What follows belongs to an exercise in optimizing a design on an open flow for small area, a short achievable clock period and few clock cycles per item; a production flow would make more cautious choices. In this exercise RTL edits were held to simulation tests only and were not proved equivalent to the original.

==> branch ember: inputs <==
Design Milestone1, start of the top module:
module Milestone1 (
		input logic Clock,
		input logic Resetn,
		input logic Start,
		output logic Stop,
		output logic   [17:0]   SRAM_address,
		output logic   [15:0]   SRAM_write_data,
		output logic            SRAM_we_n,
		input  logic   [15:0]   SRAM_read_data
);
logic        running;       
logic        vrow;          
logic [4:0]  ph;            
logic [6:0]  c;             
logic [14:0] w;             
logic [17:0] rgb;           
logic        lastrow;       
logic        we;            
assign SRAM_we_n = ~we;
logic        a_rd, a_wr, a_isy, a_isv;    
logic [1:0]  a_k;
logic        k_odd, k_ybus, k_sh, k_puhl;
logic [3:0]  k_ld;          
logic [5:0]  k_src;         
logic [2:0]  k_wsel;        
logic        fle76, fe77, fe78, fe79;    
wire c79     = fe79;
wire wrap    = ((ph == 5'd9) & ~c79) | (ph == 5'd16);
wire last_wr = running & lastrow & c79 & (ph == 5'd10);
wire [4:0] phN  = wrap ? 5'd0 : ph + 5'd1;
wire [6:0] cN   = wrap ? (c79 ? 7'd0 : c + 7'd1) : c;
wire       vrN  = (wrap & c79) ? 1'b0 : vrow;
wire nle76 = wrap ? ((c <= 7'd75) | c79) : fle76;
wire ne77  = wrap ? (c == 7'd76) : fe77;
  ...
Settings: LEC_CHECK=0, CAP_MARGIN=20, CORE_MARGIN=2, CORE_UTILIZATION=30, CTS_CLUSTER_DIAMETER=140, CTS_CLUSTER_SIZE=24, PLACE_DENSITY=0.5, SLEW_MARGIN=20; clock period 13.0 ns.
standard.sh (not shown) runs the stock make flow with config.mk's settings and CLKGATE_MAP_FILE= SYNTH_SCRIPT=/design/flow/synth_recipe.tcl, a recipe that flattens the netlist after the stock synthesis.
==> flow/flow/run.sh <==
#!/bin/bash
set -euo pipefail
export SETUP_SLACK_MARGIN=9.3
export TNS_END_PERCENT=10
export BUFFER_PORTS_ARGS="-buffer_cell sky130_fd_sc_hd__buf_4"
bash standard.sh > standard.log 2>&1
==> branch violet (differences from branch ember) <==
--- a/flow/design.v
+++ b/flow/design.v
@@ -9,94 +9,87 @@
 		input  logic   [15:0]   SRAM_read_data
 );
 logic        running;       
 logic        vrow;          
 logic [4:0]  ph;            
 logic [6:0]  c;             
 logic [14:0] w;             
+logic [2:0]  rdp;           
 logic [17:0] rgb;           
 logic        lastrow;       
-logic        we;            
-assign SRAM_we_n = ~we;
-logic        a_rd, a_wr, a_isy, a_isv;    
+logic        a_rd, a_wr, a_isy, a_isv, a_yb;    
 logic [1:0]  a_k;
-logic        k_odd, k_ybus, k_sh, k_puhl;
-logic [3:0]  k_ld;          
+logic        k_odd, k_eveny, k_sh, k_ldu, k_ldv, k_ldo;
 logic [5:0]  k_src;         
 logic [2:0]  k_wsel;        
 logic        fle76, fe77, fe78, fe79;    
 wire c79     = fe79;
 wire wrap    = ((ph == 5'd9) & ~c79) | (ph == 5'd16);
 wire last_wr = running & lastrow & c79 & (ph == 5'd10);
 wire [4:0] phN  = wrap ? 5'd0 : ph + 5'd1;
 wire [6:0] cN   = wrap ? (c79 ? 7'd0 : c + 7'd1) : c;
 wire       vrN  = (wrap & c79) ? 1'b0 : vrow;
 wire nle76 = wrap ? ((c <= 7'd75) | c79) : fle76;
 wire ne77  = wrap ? (c == 7'd76) : fe77;
 wire ne78  = wrap ? fe77 : fe78;
 wire ne79  = wrap ? fe78 : fe79;
-logic        d_rd, d_wr, d_isy, d_isv, d_odd, d_ybus, d_sh, d_pulo;
-logic [3:0]  d_ld;
+logic        d_rd, d_wr, d_isy, d_isv, d_yb, d_odd, d_sh, d_ldu, d_ldv, d_ldo;
 logic [1:0]  d_k;
 logic [5:0]  d_src;
 logic [2:0]  d_wsel;
 always_comb begin
 	logic real_r, le76, le77, le78, e77, e78, e79, upre, vpre, dupn;
 	real_r = ~vrN;
 	le76 = nle76; le77 = nle76 | ne77; le78 = le77 | ne78;
 	e77 = ne77; e78 = ne78; e79 = ne79;
 	upre = (real_r & le77) | (e78 & ~lastrow);
 	vpre = (real_r & le76) | (e77 & ~lastrow);
 	dupn = ~le77;
-	d_rd = 1'b0; d_wr = 1'b0; d_isy = 1'b0; d_isv = 1'b0; d_k = 2'd0;
-	d_odd = 1'b0; d_sh = 1'b0; d_src = 6'd0; d_wsel = 3'd0; d_ld = 4'd0; d_pulo = 1'b0;
+	d_rd = 1'b0; d_wr = 1'b0; d_isy = 1'b0; d_isv = 1'b0; d_yb = 1'b0; d_k = 2'd0;
+	d_odd = 1'b0; d_sh = 1'b0; d_ldu = 1'b0; d_ldv = 1'b0; d_ldo = 1'b0; d_src = 6'd0; d_wsel = 3'd0;
 	case (phN)
 		5'd0: begin d_rd = upre; d_k = 2'd2; end
-		5'd1: begin d_rd = real_r; d_isy = 1'b1; end
+		5'd1: begin d_rd = real_r; d_isy = 1'b1; d_yb = 1'b1; end
 		5'd2, 5'd3, 5'd4, 5'd7, 5'd8, 5'd9: d_wr = real_r;
 		5'd5: begin d_rd = vpre; d_isv = 1'b1; d_k = 2'd3; end
 		5'd6: begin
 			if (e79) begin d_rd = ~lastrow; d_isv = 1'b1; d_k = 2'd2; end
 			else begin d_rd = real_r & le78; d_isy = 1'b1; d_k = 2'd1; end
 		end
 		5'd10: begin d_rd = ~lastrow; d_k = 2'd2; end
 		5'd11: begin d_rd = ~lastrow; d_isv = 1'b1; d_k = 2'd3; end
 		5'd13: begin d_rd = ~lastrow; d_isy = 1'b1; d_k = 2'd1; end
 		default: ;
 	endcase
 	d_odd = (phN == 5'd1) | (phN == 5'd6);
-	d_ybus = (phN == 5'd4) | (phN == 5'd9) | (e79 & (phN == 5'd16));
+	d_ldo = (phN == 5'd1) | (phN == 5'd2) | (phN == 5'd6) | (phN == 5'd7);
 	d_wsel[0] = (phN == 5'd2) | (phN == 5'd7);
 	d_wsel[1] = (phN == 5'd3) | (phN == 5'd8);
 	d_wsel[2] = (phN == 5'd4) | (phN == 5'd9);
 	if (e79 & (phN >= 5'd5)) begin
 		d_sh = 1'b1;
 		case (phN)
 			5'd5, 5'd13: d_src = 6'b000001;
-			5'd11: d_src = 6'b000010;
-			5'd15: d_src = 6'b000100;
+			5'd11, 5'd15: d_src = 6'b000010;
 			5'd6: d_src = 6'b000100;
 			5'd12, 5'd16: d_src = 6'b001000;
 			5'd14: d_src = 6'b010000;
 			default: d_src = 6'b100000;
 		endcase
 	end else begin
 		case (phN)
 			5'd3: begin d_sh = 1'b1; d_src = dupn ? 6'b100000 : 6'b000001; end
 			5'd4: begin d_sh = 1'b1; d_src = dupn ? 6'b100000 : 6'b010000; end
 			5'd8: begin d_sh = 1'b1; d_src = dupn ? 6'b100000 : 6'b000010; end
 			5'd9: begin d_sh = 1'b1; d_src = dupn ? 6'b100000 : 6'b001000; end
 			default: ;
 		endcase
 	end
-	d_ld[0] = ((phN == 5'd4) & upre) | (e79 & (phN == 5'd10));                        
-	d_ld[1] = ((phN == 5'd4) & upre) | (e79 & (phN == 5'd14));                        
-	d_ld[2] = ((phN == 5'd9) & vpre) | (e79 & ((phN == 5'd10) | (phN == 5'd15)));     
-	d_ld[3] = ((phN == 5'd9) & vpre) | (e79 & (phN == 5'd15));                        
-	d_pulo = e79 & (phN == 5'd10);
+	d_ldu = ((phN == 5'd4) & upre) | (e79 & (phN == 5'd14));
+	d_ldv = ((phN == 5'd9) & vpre) | (e79 & ((phN == 5'd12) | (phN == 5'd15)));
 end
 wire [17:0] a_x = a_isy ? {{2{vrow}}, w, 1'b0} : {{3{vrow}}, w};
 logic [17:0] a_c;
 always_comb begin
 	case ({a_isy, a_isv, a_k[0]})
 		3'b100: a_c = 18'd1;            
 		3'b101: a_c = 18'd2;            
@@ -107,67 +100,70 @@
 end
 wire [17:0] a_ad = a_x + a_c;
 wire go = running & ~last_wr;
 always_ff @(posedge Clock or negedge Resetn) begin
 	if (~Resetn) begin
 		running <= 1'b0; vrow <= 1'b1; ph <= 5'd4; c <= 7'd77; w <= 15'h7ffd;
 		fle76 <= 1'b0; fe77 <= 1'b1; fe78 <= 1'b0; fe79 <= 1'b0;
-		rgb <= 18'd146944;
-		SRAM_address <= 18'd0; we <= 1'b0; Stop <= 1'b0;
+		rdp <= 3'd0; rgb <= 18'd146944; lastrow <= 1'b0;
+		SRAM_address <= 18'd0; SRAM_we_n <= 1'b1; Stop <= 1'b0;
+		a_rd <= 1'b0; a_wr <= 1'b0; a_isy <= 1'b0; a_isv <= 1'b0; a_yb <= 1'b0; a_k <= 2'd0;
+		k_odd <= 1'b0; k_eveny <= 1'b1; k_sh <= 1'b0; k_ldu <= 1'b0; k_ldv <= 1'b0; k_ldo <= 1'b0;
+		k_src <= 6'd0; k_wsel <= 3'd0;
 	end else begin
 		if (Start) running <= 1'b1;
+		lastrow <= ~vrow & (w >= 15'd19120);
 		Stop <= running & lastrow & c79 & (ph == 5'd9);
 		if (running) begin
 			ph <= phN; c <= cN; vrow <= vrN;
 			fle76 <= nle76; fe77 <= ne77; fe78 <= ne78; fe79 <= ne79;
 			if (wrap) w <= w + 15'd1;
 		end
 		if (last_wr) begin
 			running <= 1'b0; vrow <= 1'b1; ph <= 5'd4; c <= 7'd77; w <= 15'h7ffd;
 			fle76 <= 1'b0; fe77 <= 1'b1; fe78 <= 1'b0; fe79 <= 1'b0;
 		end
-		we <= a_wr;
-		SRAM_address <= a_rd ? a_ad : rgb;
-		if (a_wr) rgb <= rgb + 18'd1;
+		a_rd <= go & d_rd; a_wr <= go & d_wr; a_isy <= d_isy; a_isv <= d_isv; a_yb <= d_yb; a_k <= d_k;
+		k_odd <= d_odd; k_eveny <= ~d_odd; k_sh <= go & d_sh; k_ldu <= go & d_ldu; k_ldv <= go & d_ldv; k_ldo <= go & d_ldo;
+		k_src <= d_src; k_wsel <= d_wsel;
+		rdp <= {rdp[1:0], a_rd};
+		SRAM_we_n <= ~a_wr;
+		if (a_wr) begin
+			SRAM_address <= rgb; rgb <= rgb + 18'd1;
+		end else if (a_rd) begin
+			SRAM_address <= a_ad;
+		end
 		if (~running) rgb <= 18'd146944;
 	end
 end
-always_ff @(posedge Clock) begin
-	lastrow <= ~vrow & (w >= 15'd19120);
-	a_rd <= go & d_rd; a_wr <= go & d_wr; a_isy <= d_isy; a_isv <= d_isv; a_k <= d_k;
-	k_odd <= d_odd; k_ybus <= d_ybus; k_sh <= go & d_sh; k_ld <= {4{go}} & d_ld; k_puhl <= d_pulo;
-	k_src <= d_src; k_wsel <= d_wsel;
-end
 logic [15:0] D;                  
 logic [7:0]  pu_hi, pu_lo, pv_hi, pv_lo;
 logic [7:0]  ch [0:10];          
 logic [9:0]  vhold;              
 logic [22:0] yt;                 
 logic [8:0]  cu, cv;             
 logic [10:0] cu3, cv3;           
 logic        nu, nv;
 logic [7:0]  b0;
 always_ff @(posedge Clock) begin
-	D <= SRAM_read_data;
+	if (rdp[2]) D <= SRAM_read_data;
 end
 logic [7:0] chin;
 always_comb begin
 	chin = ({8{k_src[0]}} & pv_hi) | ({8{k_src[1]}} & pv_lo) | ({8{k_src[2]}} & pu_hi)
 	     | ({8{k_src[3]}} & pu_lo) | ({8{k_src[4]}} & D[15:8]) | ({8{k_src[5]}} & ch[1]);
 end
 integer i;
 always_ff @(posedge Clock) begin
 	if (k_sh) begin
 		ch[0] <= chin;
 		for (i = 1; i <= 10; i = i + 1) ch[i] <= ch[i-1];
 	end
-	if (k_ld[0]) pu_hi <= k_puhl ? D[7:0] : D[15:8];
-	if (k_ld[1]) pu_lo <= D[7:0];
-	if (k_ld[2]) pv_hi <= D[15:8];
-	if (k_ld[3]) pv_lo <= D[7:0];
+	if (k_ldu) begin pu_hi <= D[15:8]; pu_lo <= D[7:0]; end
+	if (k_ldv) begin pv_hi <= D[15:8]; pv_lo <= D[7:0]; end
 end
 logic [8:0] fA, fB, fC;
 always_ff @(posedge Clock) begin
 	fA <= {1'b0, ch[9]} + {1'b0, chin};
 	fB <= {1'b0, ch[7]} + {1'b0, ch[1]};
 	fC <= {1'b0, ch[5]} + {1'b0, ch[3]} + 9'd1;
 end
@@ -305,31 +301,26 @@
 wire fl_132 = (fl_102 & fl_103) | (fl_102 & fl_77) | (fl_103 & fl_77);
 wire fl_133 = fl_104 ^ fl_105 ^ 1'b1;
 wire fl_134 = (fl_104 & fl_105) | (fl_104 & 1'b1) | (fl_105 & 1'b1);
 wire fl_135 = fl_106 ^ fl_80 ^ fC[8];
 wire fl_136 = (fl_106 & fl_80) | (fl_106 & fC[8]) | (fl_80 & fC[8]);
 wire [18:0] fl_a = {1'b1, 1'b1, fl_136, fl_134, fl_132, fl_130, fl_128, fl_126, fl_124, fl_122, fl_120, fl_118, fl_116, fl_114, fl_112, fl_110, fl_108, fl_107, fA[0]};
 wire [18:0] fl_b = {1'b0, 1'b0, 1'b1, fl_135, fl_133, fl_131, fl_129, fl_127, fl_125, fl_123, fl_121, fl_119, fl_117, fl_115, fl_113, fl_111, fl_109, 1'b1, ~fC[0]};
-wire [8:0]  fl_lo = {1'b0, fl_a[7:0]} + {1'b0, fl_b[7:0]};
-logic [10:0] fa, fb;
-logic        fc8;
+logic [18:0] fa, fb;             
 always_ff @(posedge Clock) begin
-	fa <= fl_a[18:8]; fb <= fl_b[18:8]; fc8 <= fl_lo[8];
+	fa <= fl_a; fb <= fl_b;
 end
-wire [10:0] fs = fa + fb + {10'd0, fc8};
-wire [9:0]  fr = {fs[10], fs[8:0]};    
+wire [18:0] fs = fa + fb;
+wire [9:0]  fr = {fs[18], fs[16:8]};    
 wire [10:0] f3 = {2'd0, fr[8:0]} + {1'b0, fr[8:0], 1'b0};
 wire [7:0]  eu = ch[6], ev = ch[7];
-wire [8:0]  vsel = k_odd ? vhold[8:0] : {1'b0, ev};
-wire [10:0] vs3 = {2'd0, vsel} + {1'b0, vsel, 1'b0};
 wire [10:0] eu3 = {3'd0, eu} + {2'd0, eu, 1'b0};
-logic [7:0] Yv;
-always_ff @(posedge Clock) begin
-	Yv <= k_ybus ? SRAM_read_data[15:8] : D[7:0];
-end
+wire [10:0] ev3 = {3'd0, ev} + {2'd0, ev, 1'b0};
+wire [10:0] vh3 = {2'd0, vhold[8:0]} + {1'b0, vhold[8:0], 1'b0};
+wire [7:0] Yv = k_eveny ? D[15:8] : D[7:0];
 wire ym_1 = Yv[5] ^ Yv[3];
 wire ym_2 = Yv[5] & Yv[3];
 wire ym_3 = Yv[6] ^ Yv[4] ^ Yv[2];
 wire ym_4 = (Yv[6] & Yv[4]) | (Yv[6] & Yv[2]) | (Yv[4] & Yv[2]);
 wire ym_5 = Yv[7] ^ Yv[5] ^ Yv[3];
 wire ym_6 = (Yv[7] & Yv[5]) | (Yv[7] & Yv[3]) | (Yv[5] & Yv[3]);
 wire ym_7 = Yv[6] ^ Yv[4] ^ Yv[1];
@@ -362,18 +353,18 @@
 wire [22:0] ym_b = {1'b0, 1'b0, 1'b0, Yv[5], ym_31, ym_29, ym_27, ym_25, ym_23, ym_21, ym_19, ym_17, 1'b1, Yv[0], Yv[1], 1'b1, 1'b0, 1'b1, 1'b1, 1'b0, 1'b0, 1'b0, 1'b1};
 wire [22:0] ytn = ym_a + ym_b;
 always_ff @(posedge Clock) begin
 	vhold <= fr;
 	yt <= ytn;
 	if (k_odd) begin
 		cu <= fr[8:0]; cu3 <= f3; nu <= fr[9];
-		cv <= vhold[8:0]; cv3 <= vs3; nv <= vhold[9];
+		cv <= vhold[8:0]; cv3 <= vh3; nv <= vhold[9];
 	end else begin
 		cu <= {1'b0, eu}; cu3 <= eu3; nu <= 1'b0;
-		cv <= {1'b0, ev}; cv3 <= vs3; nv <= 1'b0;
+		cv <= {1'b0, ev}; cv3 <= ev3; nv <= 1'b0;
 	end
 end
 wire clr_1 = yt[5] ^ cv3[7];
 wire clr_2 = yt[5] & cv3[7];
 wire clr_3 = yt[6] ^ cv3[8] ^ cv[1];
 wire clr_4 = (yt[6] & cv3[8]) | (yt[6] & cv[1]) | (cv3[8] & cv[1]);
 wire clr_5 = yt[7] ^ cv3[9] ^ cv[2];
@@ -653,21 +644,24 @@
 wire clb_69 = yt[22] ^ cu[7];
 wire clb_70 = yt[22] & cu[7];
 wire clb_71 = cu[8] ^ 1'b1;
 wire clb_72 = cu[8] & 1'b1;
 wire [27:0] clb_a = {1'b1, clb_72, clb_70, clb_68, clb_66, clb_64, clb_62, clb_60, clb_58, clb_56, clb_54, clb_52, clb_50, clb_48, clb_46, clb_44, clb_42, clb_40, clb_38, clb_36, clb_34, clb_32, clb_30, clb_28, clb_27, yt[0], cu3[1], cu3[0]};
 wire [27:0] clb_b = {1'b0, 1'b1, clb_71, clb_69, clb_67, clb_65, clb_63, clb_61, clb_59, clb_57, clb_55, clb_53, clb_51, clb_49, clb_47, clb_45, clb_43, clb_41, clb_39, clb_37, clb_35, clb_33, clb_31, clb_29, cu3[3], cu3[2], 1'b0, 1'b0};
 wire [27:0] Bs = clb_a + clb_b;
-logic [37:0] o;                  
-always_ff @(posedge Clock) o <= {Rs[27:16], Gs[27:16], Bs[27:16], nu, nv};
-function automatic [7:0] clip(input logic [11:0] x, input logic z);
-	clip = (z | x[11]) ? 8'd0 : (|x[10:8]) ? 8'd255 : x[7:0];
+logic [29:0] o;                  
+wire [9:0] Rq = {Rs[27] | nv, |Rs[26:24], Rs[23:16]};
+wire [9:0] Gq = {Gs[27] | nu | nv, |Gs[26:24], Gs[23:16]};
+wire [9:0] Bq = {Bs[27] | nu, |Bs[26:24], Bs[23:16]};
+function automatic [7:0] clip(input logic [9:0] q);
+	clip = q[9] ? 8'd0 : q[8] ? 8'd255 : q[7:0];
 endfunction
-wire [7:0] oR = clip(o[37:26], o[0]), oG = clip(o[25:14], o[1] | o[0]), oB = clip(o[13:2], o[1]);
+wire [7:0] oR = clip(o[29:20]), oG = clip(o[19:10]), oB = clip(o[9:0]);
 logic [15:0] gb;
 always_ff @(posedge Clock) begin
+	o <= {Rq, Gq, Bq};
 	b0 <= oB;
 	gb <= {oG, oB};
 	SRAM_write_data <= ({16{k_wsel[0]}} & {oR, oG}) | ({16{k_wsel[1]}} & {b0, oR})
 	                 | ({16{k_wsel[2]}} & gb);
 end
 endmodule
==> flow/config.mk (replaced) <==
export PLATFORM = sky130hd
export DESIGN_NAME = Milestone1
export DESIGN_NICKNAME = Milestone1
export VERILOG_FILES = /design/flow/design.v
export SDC_FILE = /design/flow/constraint.sdc
export NUM_CORES = 4
export LEC_CHECK = 0
export CAP_MARGIN = 20
export CORE_MARGIN = 2
export CORE_UTILIZATION = 30
export PLACE_DENSITY = 0.5
export SLEW_MARGIN = 20
==> out/qor.txt <==
Status: timing/DRC/antenna clean
First-pass GRT wire length: 92.87 mm
Avg Cell Area, Syn: 10.79 sq um
Compound-Gate Fraction of Synth Area: 0.1094
Hold Worst Slack: 0.3488 ns
Worst Path Max Fanout: 1
Final min period: 3.796 ns
Multiplexer area fraction after synthesis: 0.02311
Hold Path End: rdp[1]
Met3 GRT Util: 0.02719
Clock Sinks: 416
Die area: 0.08404 sq mm
Number of global-route vias before repair: 16731
Required time of the critical path: 10.40 ns
NonClk Buf Share: 0.01941
Cell Area, Synth: 0.02452 sq mm
Fraction of area in multi-input gates: 0.4661
-- figures above: branch violet

==> out/qor.txt <==
First-pass GRT wire length: 92.14 mm
Clock Sinks: 418
Fraction of area in multi-input gates: 0.4798
Multiplexer area fraction after synthesis: 0.02644
Status: timing/DRC/antenna clean
Worst Path Max Fanout: 4
NonClk Buf Share: 0.01815
Avg Cell Area, Syn: 10.80 sq um
Number of global-route vias before repair: 16087
Hold Worst Slack: 0.3383 ns
Cell Area, Synth: 0.02409 sq mm
-- figures above: branch ember

Testbench counts of branch ember, summed over its fixed seeds: cycles 774,832, frames 4.
Testbench counts of branch violet, summed over its fixed seeds: cycles 774,832, frames 4.

port drivers added, routing unchanged:
The results above use ideal ports. As a check the final layouts listed here were re-extracted and re-timed, cells and wires unchanged. Step 1 sets driving cells, clkbuf_16 on the clock port and buf_2 on the other inputs (assumed; they add their load-dependent delay and slew). Step 2 moves the port delays by t, midway between the first and last clock arrival at a register: inputs arrive t later, outputs are due t later. That takes back most of the time a late clock gives input paths. Three values: ideal ports, drivers, drivers and shift; two values: the first two.
| run | t (ns) | setup WS [ns] | clock arrival spread, ns | pins driven straight from the clock port |
|---|---|---|---|---|
| branch ember | 0.641 | 9.182 / 9.182 / 9.182 | 0.053 / 0.053 | 1 |
| branch violet | 0.631 | 9.204 / 9.143 / 9.231 | 0.028 / 0.028 | 1 |
After both steps every run listed still meets setup and hold. Setup slack includes reset recovery checks.
